This design comes from an exercise in tuning for small area and a short achievable clock period on the open sky130 flow, not from production work.
Function was checked by simulation only, so behaviour that the tests miss may differ from the original.

==> inputs of 03-13 <==
Design pll, start of the top module:
module pll #(
    parameter PHASE_BITS = 32,
    parameter [0:0] OPT_TRACK_FREQUENCY = 1'b1,
    parameter [PHASE_BITS-1:0] INITIAL_PHASE_STEP = 0,
    parameter [0:0] OPT_GLITCHLESS = 1'b1
) (
    input wire i_clk,
    input wire i_reset,
    input wire i_ld,
    input wire [PHASE_BITS-1:0] i_step,
    input wire i_ce,
    input wire i_input,
    input wire [4:0] i_lgcoeff,
    output wire [PHASE_BITS-1:0] o_phase,
    output reg [1:0] o_err
);
    reg agreed_output;
    reg [31:0] ctr, r_step;
    reg [4:0] lgc;        
    always @(posedge i_clk)
        lgc <= i_lgcoeff;
    wire [31:0] pge, fge;
    genvar i, l;
    generate
        for (i = 0; i < 32; i = i + 1) begin : g_mask
            assign pge[i] = (lgc >= 31 - i);
            if (i >= 1 && i <= 29 && (i % 2) == 1)
                assign fge[i] = (lgc >= (29 - i) / 2) && (lgc < 15);
            else if (i >= 30)
                assign fge[i] = (lgc < 15);
            else if (i >= 1)
                assign fge[i] = fge[i-1];
            else
                assign fge[i] = 1'b0;
        end
    endgenerate
    wire [31:0] pc = pge & ~{pge[30:0], 1'b0};
    wire s = ctr[31];
    wire pe = s ^ i_input;
    wire lead = agreed_output ^ s;      
    wire [31:0] g0 = ctr & r_step;
  ...
Settings: LEC_CHECK=0, CAP_MARGIN=20, CORE_MARGIN=2, CORE_UTILIZATION=40, PLACE_DENSITY=0.6, SLEW_MARGIN=20; clock period 5.2 ns.
run.sh (not shown) runs the stock make flow with config.mk's settings and CLKGATE_MAP_FILE= SYNTH_SCRIPT=/design/flow/synth_recipe.tcl, a recipe that flattens the netlist after the stock synthesis.
==> 11-07: changes against 03-13 <==
==> flow/flow/run.sh (new file) <==
#!/bin/bash
# Own layout flow. It is the standard layout (standard.sh) except for the
# mapping of the logic between the flip-flops:
#  1. the standard synthesis runs unchanged (standard.sh synth);
#  2. the design is synthesised again with the same Yosys steps up to the
#     flip-flop mapping, so the flip-flops come out with the same names and
#     cells; then the gates are mapped with a delay-driven ABC script
#     (flow/map.abc) instead of the standard one;
set -euo pipefail
W=$PWD
RES=$W/orfs/results/$FLOW_PLATFORM/pll/base
LIB=$FLOW_HOME/platforms/sky130hd/lib/sky130_fd_sc_hd__tt_025C_1v80.lib
CFG=$FLOW_HOME/platforms/sky130hd/config.mk
YOSYS=$FLOW_HOME/../tools/install/yosys/bin/yosys
[ -x "$YOSYS" ] || YOSYS=yosys

bash standard.sh synth > $W/log_1_std_synth.txt 2>&1
cp $RES/1_2_yosys.v $W/std_1_2_yosys.v

DU=""
for c in sky130_fd_sc_hd__probe_p_8 sky130_fd_sc_hd__probec_p_8 \
    $(grep -o "sky130_fd_sc_hd__lpflow_[a-z0-9_]*" $CFG); do
  DU="$DU -dont_use $c"
done
cat > $W/own_synth.ys <<EOS
read_liberty -lib $LIB
read_verilog -defer $FLOW_DESIGN
hierarchy -check -top $FLOW_TOP
synth -flatten -nofsm -noshare -top $FLOW_TOP -run :fine
synth -nofsm -noshare -top $FLOW_TOP -run fine:
rename -wire
opt -purge
dfflibmap -liberty $LIB $DU
opt
setundef -zero
abc -script $W/flow/map.abc -liberty $LIB $DU
opt_clean -purge
hilomap -singleton -hicell sky130_fd_sc_hd__conb_1 HI -locell sky130_fd_sc_hd__conb_1 LO
splitnets
insbuf -buf sky130_fd_sc_hd__buf_4 A X
opt_clean -purge
rename -hide w:*\$func\$*
check -assert -mapped
stat -liberty $LIB
write_verilog -noattr -nohex -nodec $W/own_1_2_yosys.v
EOS
$YOSYS -l $W/log_2_own_synth.txt -q $W/own_synth.ys > /dev/null

grep -oE "sky130_fd_sc_hd__[a-z]*df[a-z0-9_]* +[^ ]+" $W/std_1_2_yosys.v | sort > $W/ff_std.txt
grep -oE "sky130_fd_sc_hd__[a-z]*df[a-z0-9_]* +[^ ]+" $W/own_1_2_yosys.v | sort > $W/ff_own.txt
cmp $W/ff_std.txt $W/ff_own.txt
cp $W/own_1_2_yosys.v $RES/1_2_yosys.v
touch $RES/1_2_yosys.v

export BUFFER_PORTS_ARGS="-buffer_cell sky130_fd_sc_hd__buf_1"
bash standard.sh finish > $W/log_3_finish.txt 2>&1
==> flow/flow/map.abc (new file) <==
strash
dch -f
map -D 2500
buffer -p
upsize -D 2500
dnsize -D 2500
==> flow/standard.sh (new file) <==
#!/bin/bash
# synth_recipe.tcl (not shown) runs the flow's synth.tcl, then flattens the netlist and writes it again
# the make line also repeats each setting of config.mk as NAME=value (left out here)
make -C /OpenROAD-flow-scripts/flow DESIGN_CONFIG=/design/flow/config.mk WORK_HOME=/design/flow/orfs CLKGATE_MAP_FILE= SYNTH_SCRIPT=/design/flow/synth_recipe.tcl "${@:-finish}"
Settings changed: CORE_UTILIZATION 40 to 50, PLACE_DENSITY 0.6 to 0.7, SETUP_SLACK_MARGIN set to 1.8.
removed: flow/run.sh
==> notes <==
Of 11-07 and 03-13, 11-07 has the higher synthesized cell count (gap 11%, measured against 03-13).
Final cell count: 03-13 is smaller than 11-07 (about 9%).
Flip-flop and latch count is the same in 03-13 and 11-07.
In 03-13 the synthesized area is higher than in 11-07, by about 10%.
Against 11-07, the routed wire length of 03-13 is higher by 6.7%.
Of 11-07 and 03-13, 11-07 has the higher global-route usage (gap 6.0 points).
==> figures <==
item	11-07	03-13
Status	finished clean	finished clean
Sum of buffers and inverters on the critical path	3	1
Reg area	0.00150 sq mm	0.00144 sq mm
Critical path's slowest cell	a21boi_4	or4_4
Detailed-placement wirelength estimate	16100 um	19100 um
Logic depth of the worst register-to-register path	21	16
Endpoint, Worst Hold	r_step[28]$_SDFFE_PP0N_	o_err[0]$_SDFFE_PP0P_
Total instance count after detailed placement	1361	1293
Startpoint of the most critical setup path	r_step[11]$_SDFFE_PP0N_	r_step[14]$_SDFFE_PP0N_
Critical Path AT	3660 ps	5200 ps
Placed cell areas	0.00722 sq mm	0.00855 sq mm
Capture instance of the worst register-to-register path	ctr[27]$_SDFFE_PP0P_	ctr[31]$_SDFFE_PP0P_
Final critical path time including I/O delays and setup	3420 ps	4960 ps

[what the ideal ports hide]
The results above use ideal ports. As a check the final layouts listed here were re-extracted and re-timed, cells and wires unchanged. Step 1: set_driving_cell puts a clkbuf_16 on i_clk and a buf_2 on each other input, an assumption about the parent block. Step 2, shift: input delay + t, output delay - t, t = (earliest + latest rising clock arrival at the registers) / 2. This alone moves slack from input paths to output paths. Three values: ideal ports, drivers, drivers and shift; two values: the first two.
run | shift t [ns] | slack for setup (ns) | worst setup path after step 2 | latest minus earliest clock arrival (ns) | cell pins on the clock port's net
03-13 | 0.395 | 0.245 / 0.245 / 0.245 | register to register | 0.006 / 0.006 | 1
11-07 | 0.399 | 1.778 / 1.778 / 1.712 | input to register | 0.007 / 0.007 | 1
After both steps setup and hold are still met in every run listed. The setup slack of 11-07, which loses most, moves by 0.000 ns with the drivers and by -0.066 ns with both steps.
